What follows belongs to an exercise in optimizing a design on an open flow for small area, a short achievable clock period and few clock cycles per item; a production flow would make more cautious choices.
RTL that was checked went through simulation tests only; none was proved equivalent to the original.
Power and IR drop assume default switching activity.

Setup of 07-12:
==> flow/design.v <==
module suma_fp(input clk, input rst, input start, input [31:0] A, B, output [31:0] Y, output done);
wire        sA = A[31], sB = B[31];
wire [7:0]  eA = A[30:23], eB = B[30:23];
wire [23:0] mA = {1'b1, A[22:0]}, mB = {1'b1, B[22:0]};
wire [8:0]  de    = {1'b0, eA} - {1'b0, eB};
wire        e_lt  = de[8];                    
wire [7:0]  d     = de[7:0] ^ {8{e_lt}};
wire [23:0] Xm    = e_lt ? mB : mA;           
wire [23:0] Zm    = e_lt ? {1'b0, mA[23:1]} : mB;    
wire [7:0]  ex    = e_lt ? eB : eA;
wire        xs    = e_lt ? sB : sA;
wire        zs    = e_lt ? sA : sB;
wire        big   = |d[7:5];
wire        far   = big | (d[4] & d[3]) | (e_lt & d[4] & d[2] & d[1] & d[0]);
wire [23:0] Zs    = big ? 24'd0 : (Zm >> d[4:0]);
wire        sub   = sA ^ sB;
wire        q     = sub & zs & far;
wire [23:0] opa = Xm;
wire [23:0] opb = Zs ^ {24{sub}};
wire [23:0] g0  = opa & opb;
wire [23:0] p0  = opa ^ opb;
wire [23:0] G [0:5];
wire [23:0] P [0:5];
assign G[0] = g0;
assign P[0] = p0;
genvar l, k;
generate
  for (l = 0; l < 5; l = l + 1) begin : lv
    for (k = 0; k < 24; k = k + 1) begin : bt
      if ((k >> l) & 1) begin : cmb
        localparam integer J = ((k >> l) << l) - 1;
        assign G[l+1][k] = G[l][k] | (P[l][k] & G[l][J]);
        assign P[l+1][k] = P[l][k] & P[l][J];
      end else begin : pas
        assign G[l+1][k] = G[l][k];
        assign P[l+1][k] = P[l][k];
      end
    end
  end
endgenerate
wire        cout = G[5][23];
wire        eac  = sub & ~q & cout;
wire [23:0] cy   = {G[5][22:0] | (P[5][22:0] & {23{eac}}), eac};
wire [23:0] S    = p0 ^ cy;
wire        inv  = sub & (q | ~cout);
wire        neg  = sub ? (q | (cout ? xs : zs)) : sA;
reg [24:0] r_q;       
reg        inv_q;     
reg [7:0]  e1_q;      
reg        neg_q;
reg        done_q;
always @(posedge clk) begin
  r_q    <= {~sub & cout, S};
  inv_q  <= inv;
  e1_q   <= ex + 8'd1;
  neg_q  <= neg;
  done_q <= start & ~rst;
end
wire [24:0] rm = {r_q[24], r_q[23:0] ^ {24{inv_q}}};
reg [4:0] lz;
integer i;
always @* begin
  lz = 5'd25;
  for (i = 0; i < 25; i = i + 1)
    if (rm[i]) lz = 5'd24 - i[4:0];
end
wire [24:0] nrm  = rm << lz;
wire        zero = ~|rm;
wire [7:0]  eo   = e1_q - {3'd0, lz};
assign Y    = zero ? 32'd0 : {neg_q, eo, nrm[23:1]};
assign done = done_q;
endmodule
==> flow/config.mk <==
export PLATFORM = sky130hd
export DESIGN_NAME = suma_fp
export DESIGN_NICKNAME = suma_fp
export VERILOG_FILES = /design/flow/design.v
export SDC_FILE = /design/flow/constraint.sdc
export NUM_CORES = 4
export LEC_CHECK = 0
export ABC_AREA = 1
export CAP_MARGIN = 20
export CORE_MARGIN = 2
export CORE_UTILIZATION = 40
export PLACE_DENSITY = 0.6
export SLEW_MARGIN = 20
==> flow/constraint.sdc <==
create_clock -name core_clock -period 20.0 [get_ports {clk}]
set_input_delay 4.0000 -clock core_clock [delete_from_list [all_inputs] [get_ports {clk}]]
set_output_delay 4.0000 -clock core_clock [all_outputs]
set_load 0.01 [all_outputs]
standard.sh (not shown) runs the stock make flow with config.mk's settings and CLKGATE_MAP_FILE= SYNTH_SCRIPT=/design/flow/synth_recipe.tcl, a recipe that flattens the netlist after the stock synthesis.
==> flow/flow/run.sh <==
#!/bin/bash
set -e
export BUFFER_PORTS_ARGS="-buffer_cell sky130_fd_sc_hd__buf_1"
export SETUP_SLACK_MARGIN=10
bash standard.sh > standard.log 2>&1
Testbench counts of 07-12, summed over its fixed seeds: cycles 3,200, items 3,200.
Changes in 02-06 relative to 07-12:
--- a/flow/design.v
+++ b/flow/design.v
@@ -64,9 +64,9 @@
   for (i = 0; i < 25; i = i + 1)
     if (rm[i]) lz = 5'd24 - i[4:0];
 end
 wire [24:0] nrm  = rm << lz;
 wire        zero = ~|rm;
 wire [7:0]  eo   = e1_q - {3'd0, lz};
-assign Y    = zero ? 32'd0 : {neg_q, eo, nrm[23:1]};
+assign Y    = {neg_q & ~zero, eo & {8{~zero}}, nrm[23:1]};
 assign done = done_q;
 endmodule
### Flow results
- 07-12 → 02-06: core utilization lost 0.80 points, worst setup slack lost 0.075 ns.
- 02-06 against 07-12: worst hold slack after final layout now larger, post-layout total power shows a reduction of about 8%.
- 02-06 — count of fill cells added during filler insertion 37 lower, 07-12 as reference
- Die outline area in 02-06 vs 07-12: down 0.62%
- Reported for 07-12 and 02-06, number of flops mapped to enable cells by yosys turned out identical to the last digit.
- For the overall die width, 02-06 came in 0.31% lower than 07-12 did.
- Compared 02-06 against 07-12; total track usage within noise.
- NOTE: sequential share of layout area in 02-06 exceeds that of 07-12
- Between 07-12 and 02-06, via total after detailed routing is lower for 02-06, 07-12 comes in above that.
- Number of nets in the final layout | 02-06 below 07-12
- 02-06 vs. 07-12: overall die height went down 0.31%; total length of routed wires held.
Testbench counts of 02-06, summed over its fixed seeds: cycles 3,200, items 3,200.

* * *

Setup of sierra:
Starts from the design.v that is shown in full above.
Settings: LEC_CHECK=0, ABC_AREA=1, CAP_MARGIN=0, CORE_MARGIN=2, CORE_UTILIZATION=75, CTS_BUF_LIST=sky130_fd_sc_hd__clkbuf_4, PLACE_DENSITY=0.9, SLEW_MARGIN=0; clock period 20.0 ns.
==> flow/flow/run.sh <==
#!/bin/bash
set -e
export BUFFER_PORTS_ARGS="-buffer_cell sky130_fd_sc_hd__buf_1"
export SETUP_SLACK_MARGIN=10.5
bash standard.sh > standard.log 2>&1
Testbench counts of sierra, summed over its fixed seeds: cycles 3,200, items 3,200.
Input-level comparison between nickel and sierra:
==> flow/design.v <==
module suma_fp(input clk, input rst, input start, input [31:0] A, B, output [31:0] Y, output done);
wire        sA = A[31], sB = B[31];
wire [7:0]  eA = A[30:23], eB = B[30:23];
wire [23:0] mA = {1'b1, A[22:0]}, mB = {1'b1, B[22:0]};
wire        sub = sA ^ sB;
wire [8:0]  de    = {1'b0, eA} - {1'b0, eB};
wire        e_lt  = de[8];                    
wire [7:0]  d     = de[7:0] ^ {8{e_lt}};
wire [23:0] Xm    = e_lt ? mB : mA;           
wire [23:0] Zm    = e_lt ? {1'b0, mA[23:1]} : mB;    
wire [7:0]  ex    = e_lt ? eB : eA;
wire        xs    = e_lt ? sB : sA;
wire        zs    = e_lt ? sA : sB;
wire        big   = |d[7:5];
wire        far   = big | (d[4] & d[3]) | (e_lt & d[4] & d[2] & d[1] & d[0]);
wire [23:0] Zs    = big ? 24'd0 : (Zm >> d[4:0]);
wire        q     = sub & zs & far;
wire [23:0] opa = Xm ^ {24{sub}};
wire [23:0] p0  = opa ^ Zs;
wire [23:0] G [0:5];
wire [23:0] P [0:5];
assign G[0] = opa & Zs;
assign P[0] = p0;
genvar l, k;
generate
  for (l = 0; l < 5; l = l + 1) begin : lv
    for (k = 0; k < 24; k = k + 1) begin : bt
      if ((k >> l) & 1) begin : cmb
        localparam integer J = ((k >> l) << l) - 1;
        assign G[l+1][k] = G[l][k] | (P[l][k] & G[l][J]);
        assign P[l+1][k] = P[l][k] & P[l][J];
      end else begin : pas
        assign G[l+1][k] = G[l][k];
        assign P[l+1][k] = P[l][k];
      end
    end
  end
endgenerate
wire        cout = G[5][23];
wire        eac  = sub & (q | cout);
wire [23:0] cy   = {G[5][22:0] | (P[5][22:0] & {23{eac}}), eac};
wire [23:0] S    = p0 ^ cy;
wire        inv  = sub & ~q & ~cout;
wire        neg  = sub ? (q | (cout ? zs : xs)) : sA;
reg [24:0] r_q;       
reg        inv_q;     
reg [7:0]  e1_q;      
reg        neg_q;
reg        done_q;
always @(posedge clk) begin
  r_q    <= {~sub & cout, S};
  inv_q  <= inv;
  e1_q   <= ex + 8'd1;
  neg_q  <= neg;
  done_q <= start & ~rst;
end
wire [24:0] rm = {r_q[24], r_q[23:0] ^ {24{inv_q}}};
reg [4:0] lz;
integer i;
always @* begin
  lz = 5'd25;
  for (i = 0; i < 25; i = i + 1)
    if (rm[i]) lz = 5'd24 - i[4:0];
end
wire [24:0] nrm  = rm << lz;
wire        zero = ~|rm;
wire [7:0]  eo   = e1_q - {3'd0, lz};
assign Y    = {neg_q & ~zero, eo & {8{~zero}}, nrm[23:1]};
assign done = done_q;
endmodule
--- outcome ---
On final design instance area without fill, sierra beats nickel. Changes observed in nickel relative to sierra: via count dropped about 2.4%; worst slack at placement -0.047 ns; sequential cell count comparable. Worst setup slack delta (nickel − sierra): unfavourable.
The RTL of nickel was laid out without a check of its function.

[re-timing with driven ports]
Ports are ideal in the flow. The routed layouts listed here were re-timed in OpenROAD. Step 1 assumes that a clkbuf_16 drives the clock port and a buf_2 every other input. Step 2, shift: input delay + t, output delay - t, t = (earliest + latest rising clock arrival at the registers) / 2. This alone moves slack from input paths to output paths. a / b / c = ideal / step 1 / step 2; a / b = the first two.
| run | t, ns | setup slack, ns | cell pins on the clock port's net |
|---|---|---|---|
| 07-12 | 0.303 | 10.588 / 10.600 / 10.297 | 1 |
| 02-06 | 0.305 | 10.514 / 10.529 / 10.224 | 1 |
| sierra | 0.354 | 10.635 / 10.642 / 10.287 | 1 |
| nickel | 0.368 | 10.462 / 10.468 / 10.100 | 1 |
After both steps setup and hold are still met in every run listed. The setup slack of nickel, which loses most, moves by +0.006 ns with the drivers and by -0.362 ns with both steps.
